Source: an optimization exercise on an open RTL-to-GDS flow (aim: small area). Production flows keep margins and buffers that such runs may drop.
Function was checked by simulation only, so behaviour that the tests miss may differ from the original.
Power and IR drop assume default switching activity.

==> inputs of run M <==
==> flow/design.v (excerpt) <==
module rsb_pixel_top (
    input             clock,
    input             reset,         
    input             pixel_ready,   
    input      [ 7:0] x_addr,
    input      [ 8:0] y_addr,
    input      [ 5:0] game_state,
    output reg [15:0] pixel_data
);
==> flow/config.mk <==
export PLATFORM = sky130hd
export DESIGN_NAME = rsb_pixel_top
export DESIGN_NICKNAME = rsb_pixel_top
export VERILOG_FILES = /design/flow/design.v
export SDC_FILE = /design/flow/constraint.sdc
export NUM_CORES = 4
export LEC_CHECK = 0
export CAP_MARGIN = 20
export CORE_MARGIN = 2
export CORE_UTILIZATION = 40
export SLEW_MARGIN = 20
==> flow/constraint.sdc <==
create_clock -name core_clock -period 10.0 [get_ports {clock}]
set_input_delay 2.0000 -clock core_clock [delete_from_list [all_inputs] [get_ports {clock}]]
set_output_delay 2.0000 -clock core_clock [all_outputs]
set_load 0.01 [all_outputs]
run.sh (not shown) runs the stock make flow with config.mk's settings and CLKGATE_MAP_FILE= SYNTH_SCRIPT=/design/flow/synth_recipe.tcl, a recipe that flattens the netlist after the stock synthesis.
==> inputs of run X, as changes to run M <==
==> flow/flow/run.sh (new file) <==
#!/bin/bash
# Layout flow: the standard synthesis, then an area-oriented re-mapping of the
# combinational logic (flip-flops kept as the standard synthesis made them), then the
# standard ORFS flow from floorplan to finish.
set -euo pipefail
WORK=$(pwd)
R=$WORK/orfs/results/$FLOW_PLATFORM/rsb_pixel_top/base
YOSYS=$(command -v yosys || echo "$FLOW_HOME/../tools/install/yosys/bin/yosys")

bash standard.sh synth > "$WORK/log_1_standard_synth.log" 2>&1

cp "$R/1_2_yosys.v" "$WORK/standard_synth.v"
SEQ=$(grep -oE '^ *sky130_fd_sc_hd__(df|edf|sdf|dl|sdl|lpflow_inputisolatch)[a-z0-9_]*' "$WORK/standard_synth.v" | sort -u | tr '\n' ' ')
sed -e "s#@IN@#$WORK/standard_synth.v#" -e "s#@OUT@#$WORK/remapped.v#" \
    -e "s#@ABC@#$WORK/flow/remap.abc#" -e "s#@TOP@#$FLOW_TOP#" \
    -e "s#@LIB@#$FLOW_HOME/platforms/sky130hd/lib/sky130_fd_sc_hd__tt_025C_1v80.lib#g" \
    -e "s#@DONTUSE@#$(cat flow/dont_use.txt | tr '\n' ' ')#" \
    -e "s#@SEQ@#$SEQ#" \
    flow/remap.ys.in > "$WORK/remap.ys"
"$YOSYS" -l "$WORK/log_2_remap.log" -s "$WORK/remap.ys" > /dev/null 2>&1

# the remapped netlist replaces the synthesis result; make rebuilds 1_synth.odb from it
cp "$WORK/remapped.v" "$R/1_2_yosys.v"
rm -f "$R/1_synth.odb" "$R/1_synth.sdc"
bash standard.sh > "$WORK/log_3_standard_layout.log" 2>&1
test -s "$FLOW_OUT/final.def"
==> flow/flow/dont_use.txt (new file) <==
-dont_use sky130_fd_sc_hd__lpflow_bleeder_1
-dont_use sky130_fd_sc_hd__lpflow_clkbufkapwr_1
-dont_use sky130_fd_sc_hd__lpflow_clkbufkapwr_16
-dont_use sky130_fd_sc_hd__lpflow_clkbufkapwr_2
-dont_use sky130_fd_sc_hd__lpflow_clkbufkapwr_4
-dont_use sky130_fd_sc_hd__lpflow_clkbufkapwr_8
-dont_use sky130_fd_sc_hd__lpflow_clkinvkapwr_1
-dont_use sky130_fd_sc_hd__lpflow_clkinvkapwr_16
-dont_use sky130_fd_sc_hd__lpflow_clkinvkapwr_2
-dont_use sky130_fd_sc_hd__lpflow_clkinvkapwr_4
-dont_use sky130_fd_sc_hd__lpflow_clkinvkapwr_8
-dont_use sky130_fd_sc_hd__lpflow_decapkapwr_12
-dont_use sky130_fd_sc_hd__lpflow_decapkapwr_3
-dont_use sky130_fd_sc_hd__lpflow_decapkapwr_4
-dont_use sky130_fd_sc_hd__lpflow_decapkapwr_6
-dont_use sky130_fd_sc_hd__lpflow_decapkapwr_8
-dont_use sky130_fd_sc_hd__lpflow_inputiso0n_1
-dont_use sky130_fd_sc_hd__lpflow_inputiso0p_1
-dont_use sky130_fd_sc_hd__lpflow_inputiso1n_1
-dont_use sky130_fd_sc_hd__lpflow_inputiso1p_1
-dont_use sky130_fd_sc_hd__lpflow_inputisolatch_1
-dont_use sky130_fd_sc_hd__lpflow_isobufsrc_1
-dont_use sky130_fd_sc_hd__lpflow_isobufsrc_16
-dont_use sky130_fd_sc_hd__lpflow_isobufsrc_2
-dont_use sky130_fd_sc_hd__lpflow_isobufsrc_4
-dont_use sky130_fd_sc_hd__lpflow_isobufsrc_8
-dont_use sky130_fd_sc_hd__lpflow_isobufsrckapwr_16
-dont_use sky130_fd_sc_hd__lpflow_lsbuf_lh_hl_isowell_tap_1
-dont_use sky130_fd_sc_hd__lpflow_lsbuf_lh_hl_isowell_tap_2
-dont_use sky130_fd_sc_hd__lpflow_lsbuf_lh_hl_isowell_tap_4
-dont_use sky130_fd_sc_hd__lpflow_lsbuf_lh_isowell_4
-dont_use sky130_fd_sc_hd__lpflow_lsbuf_lh_isowell_tap_1
-dont_use sky130_fd_sc_hd__lpflow_lsbuf_lh_isowell_tap_2
-dont_use sky130_fd_sc_hd__lpflow_lsbuf_lh_isowell_tap_4
-dont_use sky130_fd_sc_hd__probe_p_8
-dont_use sky130_fd_sc_hd__probec_p_8
==> flow/flow/remap.abc (new file) <==
strash
&get -n
&deepsyn -T 300 -S 1
&put
dch
map -a
topo
==> flow/flow/remap.ys.in (new file) <==
# Area-oriented re-mapping of the standard synthesis's combinational logic.
read_liberty -ignore_miss_func @LIB@
read_verilog @IN@
hierarchy -top @TOP@
# the flip-flops stay as they are: same cells, same instance names
blackbox @SEQ@
flatten
hierarchy -top @TOP@
opt_clean -purge
stat
abc -liberty @LIB@ @DONTUSE@ -script @ABC@
# cell port directions for the checks below
read_liberty -lib -overwrite @LIB@
opt_clean -purge
hilomap -singleton -hicell sky130_fd_sc_hd__conb_1 HI -locell sky130_fd_sc_hd__conb_1 LO
insbuf -buf sky130_fd_sc_hd__buf_4 A X
splitnets
rename -hide w:*
opt_clean -purge
check -assert
stat -liberty @LIB@
write_verilog -noattr -nohex -nodec @OUT@
==> flow/standard.sh (new file) <==
#!/bin/bash
# synth_recipe.tcl (not shown) runs the flow's synth.tcl, then flattens the netlist and writes it again
# the make line also repeats each setting of config.mk as NAME=value (left out here)
make -C /OpenROAD-flow-scripts/flow DESIGN_CONFIG=/design/flow/config.mk WORK_HOME=/design/flow/orfs CLKGATE_MAP_FILE= SYNTH_SCRIPT=/design/flow/synth_recipe.tcl "${@:-finish}"
removed: flow/run.sh
==> inputs of run C, as changes to run M <==
==> flow/flow/run.sh (new file) <==
#!/bin/bash
# Layout flow: the standard synthesis, then an area-oriented re-mapping of the
# combinational logic (flip-flops kept as the standard synthesis made them), then the
# standard ORFS flow from floorplan to finish.
set -euo pipefail
WORK=$(pwd)
R=$WORK/orfs/results/$FLOW_PLATFORM/rsb_pixel_top/base
YOSYS=$(command -v yosys || echo "$FLOW_HOME/../tools/install/yosys/bin/yosys")

bash standard.sh synth > "$WORK/log_1_standard_synth.log" 2>&1

cp "$R/1_2_yosys.v" "$WORK/standard_synth.v"
SEQ=$(grep -oE '^ *sky130_fd_sc_hd__(df|edf|sdf|dl|sdl|lpflow_inputisolatch)[a-z0-9_]*' "$WORK/standard_synth.v" | sort -u | tr '\n' ' ')
sed -e "s#@IN@#$WORK/standard_synth.v#" -e "s#@OUT@#$WORK/remapped.v#" \
    -e "s#@ABC@#$WORK/flow/remap.abc#" -e "s#@TOP@#$FLOW_TOP#" \
    -e "s#@LIB@#$FLOW_HOME/platforms/sky130hd/lib/sky130_fd_sc_hd__tt_025C_1v80.lib#g" \
    -e "s#@DONTUSE@#$(cat flow/dont_use.txt | tr '\n' ' ')#" \
    -e "s#@SEQ@#$SEQ#" \
    flow/remap.ys.in > "$WORK/remap.ys"
"$YOSYS" -l "$WORK/log_2_remap.log" -s "$WORK/remap.ys" > /dev/null 2>&1

# the remapped netlist replaces the synthesis result; make rebuilds 1_synth.odb from it
cp "$WORK/remapped.v" "$R/1_2_yosys.v"
rm -f "$R/1_synth.odb" "$R/1_synth.sdc"
bash standard.sh BUFFER_PORTS_ARGS="-buffer_cell sky130_fd_sc_hd__buf_1" finish > "$WORK/log_3_standard_layout.log" 2>&1
test -s "$FLOW_OUT/final.def"
==> flow/flow/dont_use.txt (new file) <==
-dont_use sky130_fd_sc_hd__lpflow_bleeder_1
-dont_use sky130_fd_sc_hd__lpflow_clkbufkapwr_1
-dont_use sky130_fd_sc_hd__lpflow_clkbufkapwr_16
-dont_use sky130_fd_sc_hd__lpflow_clkbufkapwr_2
-dont_use sky130_fd_sc_hd__lpflow_clkbufkapwr_4
-dont_use sky130_fd_sc_hd__lpflow_clkbufkapwr_8
-dont_use sky130_fd_sc_hd__lpflow_clkinvkapwr_1
-dont_use sky130_fd_sc_hd__lpflow_clkinvkapwr_16
-dont_use sky130_fd_sc_hd__lpflow_clkinvkapwr_2
-dont_use sky130_fd_sc_hd__lpflow_clkinvkapwr_4
-dont_use sky130_fd_sc_hd__lpflow_clkinvkapwr_8
-dont_use sky130_fd_sc_hd__lpflow_decapkapwr_12
-dont_use sky130_fd_sc_hd__lpflow_decapkapwr_3
-dont_use sky130_fd_sc_hd__lpflow_decapkapwr_4
-dont_use sky130_fd_sc_hd__lpflow_decapkapwr_6
-dont_use sky130_fd_sc_hd__lpflow_decapkapwr_8
-dont_use sky130_fd_sc_hd__lpflow_inputiso0n_1
-dont_use sky130_fd_sc_hd__lpflow_inputiso0p_1
-dont_use sky130_fd_sc_hd__lpflow_inputiso1n_1
-dont_use sky130_fd_sc_hd__lpflow_inputiso1p_1
-dont_use sky130_fd_sc_hd__lpflow_inputisolatch_1
-dont_use sky130_fd_sc_hd__lpflow_isobufsrc_1
-dont_use sky130_fd_sc_hd__lpflow_isobufsrc_16
-dont_use sky130_fd_sc_hd__lpflow_isobufsrc_2
-dont_use sky130_fd_sc_hd__lpflow_isobufsrc_4
-dont_use sky130_fd_sc_hd__lpflow_isobufsrc_8
-dont_use sky130_fd_sc_hd__lpflow_isobufsrckapwr_16
-dont_use sky130_fd_sc_hd__lpflow_lsbuf_lh_hl_isowell_tap_1
-dont_use sky130_fd_sc_hd__lpflow_lsbuf_lh_hl_isowell_tap_2
-dont_use sky130_fd_sc_hd__lpflow_lsbuf_lh_hl_isowell_tap_4
-dont_use sky130_fd_sc_hd__lpflow_lsbuf_lh_isowell_4
-dont_use sky130_fd_sc_hd__lpflow_lsbuf_lh_isowell_tap_1
-dont_use sky130_fd_sc_hd__lpflow_lsbuf_lh_isowell_tap_2
-dont_use sky130_fd_sc_hd__lpflow_lsbuf_lh_isowell_tap_4
-dont_use sky130_fd_sc_hd__probe_p_8
-dont_use sky130_fd_sc_hd__probec_p_8
==> flow/flow/remap.abc (new file) <==
strash
&get -n
&deepsyn -T 300 -S 1
&put
dch
map -D 5000
topo
==> flow/flow/remap.ys.in (new file) <==
# Area-oriented re-mapping of the standard synthesis's combinational logic.
read_liberty -ignore_miss_func @LIB@
read_verilog @IN@
hierarchy -top @TOP@
# the flip-flops stay as they are: same cells, same instance names
blackbox @SEQ@
flatten
hierarchy -top @TOP@
opt_clean -purge
stat
abc -liberty @LIB@ @DONTUSE@ -script @ABC@
# cell port directions for the checks below
read_liberty -lib -overwrite @LIB@
opt_clean -purge
hilomap -singleton -hicell sky130_fd_sc_hd__conb_1 HI -locell sky130_fd_sc_hd__conb_1 LO
insbuf -buf sky130_fd_sc_hd__buf_4 A X
splitnets
rename -hide w:*
opt_clean -purge
check -assert
stat -liberty @LIB@
write_verilog -noattr -nohex -nodec @OUT@
==> flow/standard.sh (new file) <==
#!/bin/bash
# synth_recipe.tcl (not shown) runs the flow's synth.tcl, then flattens the netlist and writes it again
# the make line also repeats each setting of config.mk as NAME=value (left out here)
make -C /OpenROAD-flow-scripts/flow DESIGN_CONFIG=/design/flow/config.mk WORK_HOME=/design/flow/orfs CLKGATE_MAP_FILE= SYNTH_SCRIPT=/design/flow/synth_recipe.tcl "${@:-finish}"
--- a/flow/config.mk
+++ b/flow/config.mk
@@ -10,2 +10,3 @@
 export CORE_UTILIZATION = 40
+export GPL_TIMING_DRIVEN = 0
 export SLEW_MARGIN = 20
removed: flow/run.sh
==> metrics.yaml <==
outcome:
  status: "complete, no violations"
final_layout:
  layout.nonclk_buf_share_pct: 10.5
  finalInstanceArea_mm2: 0.00631
power:
  p_sw_mw: 0.398
routing:
  first_pass_iters: 9
  avgRoutedWirePerCell_um: 18.3
  drtIter0Drc: 959
die:
  n_tap_cell: 180
logic_synthesis:
  synth_cells: 874
timing:
  tightestPinTransition_ns: 0.928
Source of the figures above: run M

==> metrics.yaml <==
worst_setup_path:
  path_class: "primary input to flop"
die:
  n_tap_cell: 105
logic_synthesis:
  synth_cells: 686
final_layout:
  layout.nonclk_buf_share_pct: 9.18
  syn2layout_area_growth_pct: 17.0
global_routing:
  grtUsageMet1_pct: 39.7
routing:
  avgRoutedWirePerCell_um: 16.3
  drtIter0Drc: 439
outcome:
  status: "complete, no violations"
Source of the figures above: run C

==> metrics.yaml <==
outcome:
  status: "complete, no violations"
routing:
  avgRoutedWirePerCell_um: 16.1
  first_pass_iters: 5
final_layout:
  finalInstanceArea_mm2: 0.00505
power:
  p_sw_mw: 0.314
timing:
  tightestPinTransition_ns: 0.903
Source of the figures above: run X


==> violet <==
rsb_pixel_top, a different RTL version from the one above (not shown whole).
export LEC_CHECK = 0
export CAP_MARGIN = 20
export CORE_MARGIN = 2
export CORE_UTILIZATION = 40
export GPL_TIMING_DRIVEN = 0
export SLEW_MARGIN = 20
create_clock -name core_clock -period 10.0 [get_ports {clock}]
standard.sh (not shown) runs the stock make flow with config.mk's settings and CLKGATE_MAP_FILE= SYNTH_SCRIPT=/design/flow/synth_recipe.tcl, a recipe that flattens the netlist after the stock synthesis.
==> flow/flow/run.sh <==
#!/bin/bash
# Layout flow: the standard synthesis, then an area-oriented re-mapping of the
# combinational logic (flip-flops kept as the standard synthesis made them), then the
# standard ORFS flow from floorplan to finish.
set -euo pipefail
WORK=$(pwd)
R=$WORK/orfs/results/$FLOW_PLATFORM/rsb_pixel_top/base
YOSYS=$(command -v yosys || echo "$FLOW_HOME/../tools/install/yosys/bin/yosys")

bash standard.sh synth > "$WORK/log_1_standard_synth.log" 2>&1

cp "$R/1_2_yosys.v" "$WORK/standard_synth.v"
SEQ=$(grep -oE '^ *sky130_fd_sc_hd__(df|edf|sdf|dl|sdl|lpflow_inputisolatch)[a-z0-9_]*' "$WORK/standard_synth.v" | sort -u | tr '\n' ' ')
sed -e "s#@IN@#$WORK/standard_synth.v#" -e "s#@OUT@#$WORK/remapped.v#" \
    -e "s#@ABC@#$WORK/flow/remap.abc#" -e "s#@TOP@#$FLOW_TOP#" \
    -e "s#@LIB@#$FLOW_HOME/platforms/sky130hd/lib/sky130_fd_sc_hd__tt_025C_1v80.lib#g" \
    -e "s#@DONTUSE@#$(cat flow/dont_use.txt | tr '\n' ' ')#" \
    -e "s#@SEQ@#$SEQ#" \
    flow/remap.ys.in > "$WORK/remap.ys"
"$YOSYS" -l "$WORK/log_2_remap.log" -s "$WORK/remap.ys" > /dev/null 2>&1

# the remapped netlist replaces the synthesis result; make rebuilds 1_synth.odb from it
cp "$WORK/remapped.v" "$R/1_2_yosys.v"
rm -f "$R/1_synth.odb" "$R/1_synth.sdc"
bash standard.sh BUFFER_PORTS_ARGS="-buffer_cell sky130_fd_sc_hd__buf_1" finish > "$WORK/log_3_standard_layout.log" 2>&1
test -s "$FLOW_OUT/final.def"
==> flow/flow/remap.abc <==
strash
&get -n
&deepsyn -T 600 -S 1
&put
dch
map -D 3500
topo
Other scripts of this flow, unchanged in this note and not shown: flow/flow/dont_use.txt, flow/flow/remap.ys.in
==> onyx (differences from violet) <==
==> flow/flow/remap.abc (replaced) <==
strash
&get -n
&deepsyn -T 600 -S 1
&put
dch
map -D 3000
topo
==> raven (differences from violet) <==
==> flow/flow/remap.abc (replaced) <==
strash
&get -n
&deepsyn -T 600 -S 1
&put
dch
map -D 5000
topo
==> results.txt <==
- Pre-Repair DR Iteration Count: 5
- Multi-input gate area: 2656 µm²
- Outcome: finished clean
- Most frequent cells in the layout: nand2_1 (143), clkinv_1 (95), nor2_1 (88)
- Slew margin rel.: 0.2743
- DP Wirelength: just under 10000 µm
- Post-Layout Cell Count: 785
- VDD IR max: 46.41 µV
- Nets@finish: 710
- Int Power: roughly 0.17 mW
- Core footprint: 7727 µm²
# the run above: violet

==> results.txt <==
- Outcome: finished clean
- DP Wirelength: 10140 µm
- Nets@finish: approximately 710
- Multi-input gate area: 2670 µm²
- Pre-Repair DR Iteration Count: 5
- Core footprint: a little under 8000 µm²
- Post-Layout Cell Count: 789
- Int Power: 0.1617 mW
# the run above: onyx

==> results.txt <==
- Outcome: finished clean
- Seq_cells: 3
- Clock network power: 0.0369 mW
- Multi-input gate area: 2455 µm²
- WP depth: 46
- Final setup TNS: 0 ns
- Most frequent cells in the layout: nand2_1 (116), nor2_1 (108), clkinv_1 (98)
- Clock root buffer: clkbuf_8
- Pre-Repair DR Iteration Count: 7
- VDD IR max: roughly 74 µV
- Int Power: approximately 0.17 mW
- Core footprint: 6907 µm²
- Slew margin rel.: 0.3566
- Post-Layout Cell Count: 731
- Nets@finish: 662
- DP Wirelength: 8558 µm
- Max-cap violations: 0
# the run above: raven

==> static timing again, ports no longer ideal <==
In the flow no input, the clock included, has a driving cell. The finished layouts below were timed again as built, in two steps.
Step 1, drivers: a clkbuf_16 drives clock and a buf_2 each remaining input, both assumed.
Step 2 also shifts input and output timing later by t, the mid clock arrival at the registers, as if the neighbouring blocks saw the same clock.
Three values: no drivers, after step 1, after step 2; two values: the first two.
| run | t, ns | setup slack, ns | hold slack, ns | worst setup path at the end |
|---|---|---|---|---|
| run M | 0.252 | 0.505 / 0.507 / 0.255 | 0.697 / 0.697 / 0.697 | input to register |
| run X | 0.242 | 0.372 / 0.368 / 0.126 | 0.563 / 0.563 / 0.563 | input to register |
| run C | 0.233 | 0.574 / 0.556 / 0.323 | 0.670 / 0.670 / 0.670 | input to register |
| violet | 0.236 | 0.788 / 0.789 / 0.553 | 0.662 / 0.662 / 0.662 | input to register |
| onyx | 0.233 | 0.922 / 0.921 / 0.688 | 0.647 / 0.647 / 0.647 | input to register |
| raven | 0.240 | 0.611 / 0.609 / 0.368 | 0.664 / 0.664 / 0.664 | input to register |
After both steps every run listed still meets setup and hold. The setup slack of run C, which loses most, moves by -0.018 ns with the drivers and by -0.251 ns with both steps.
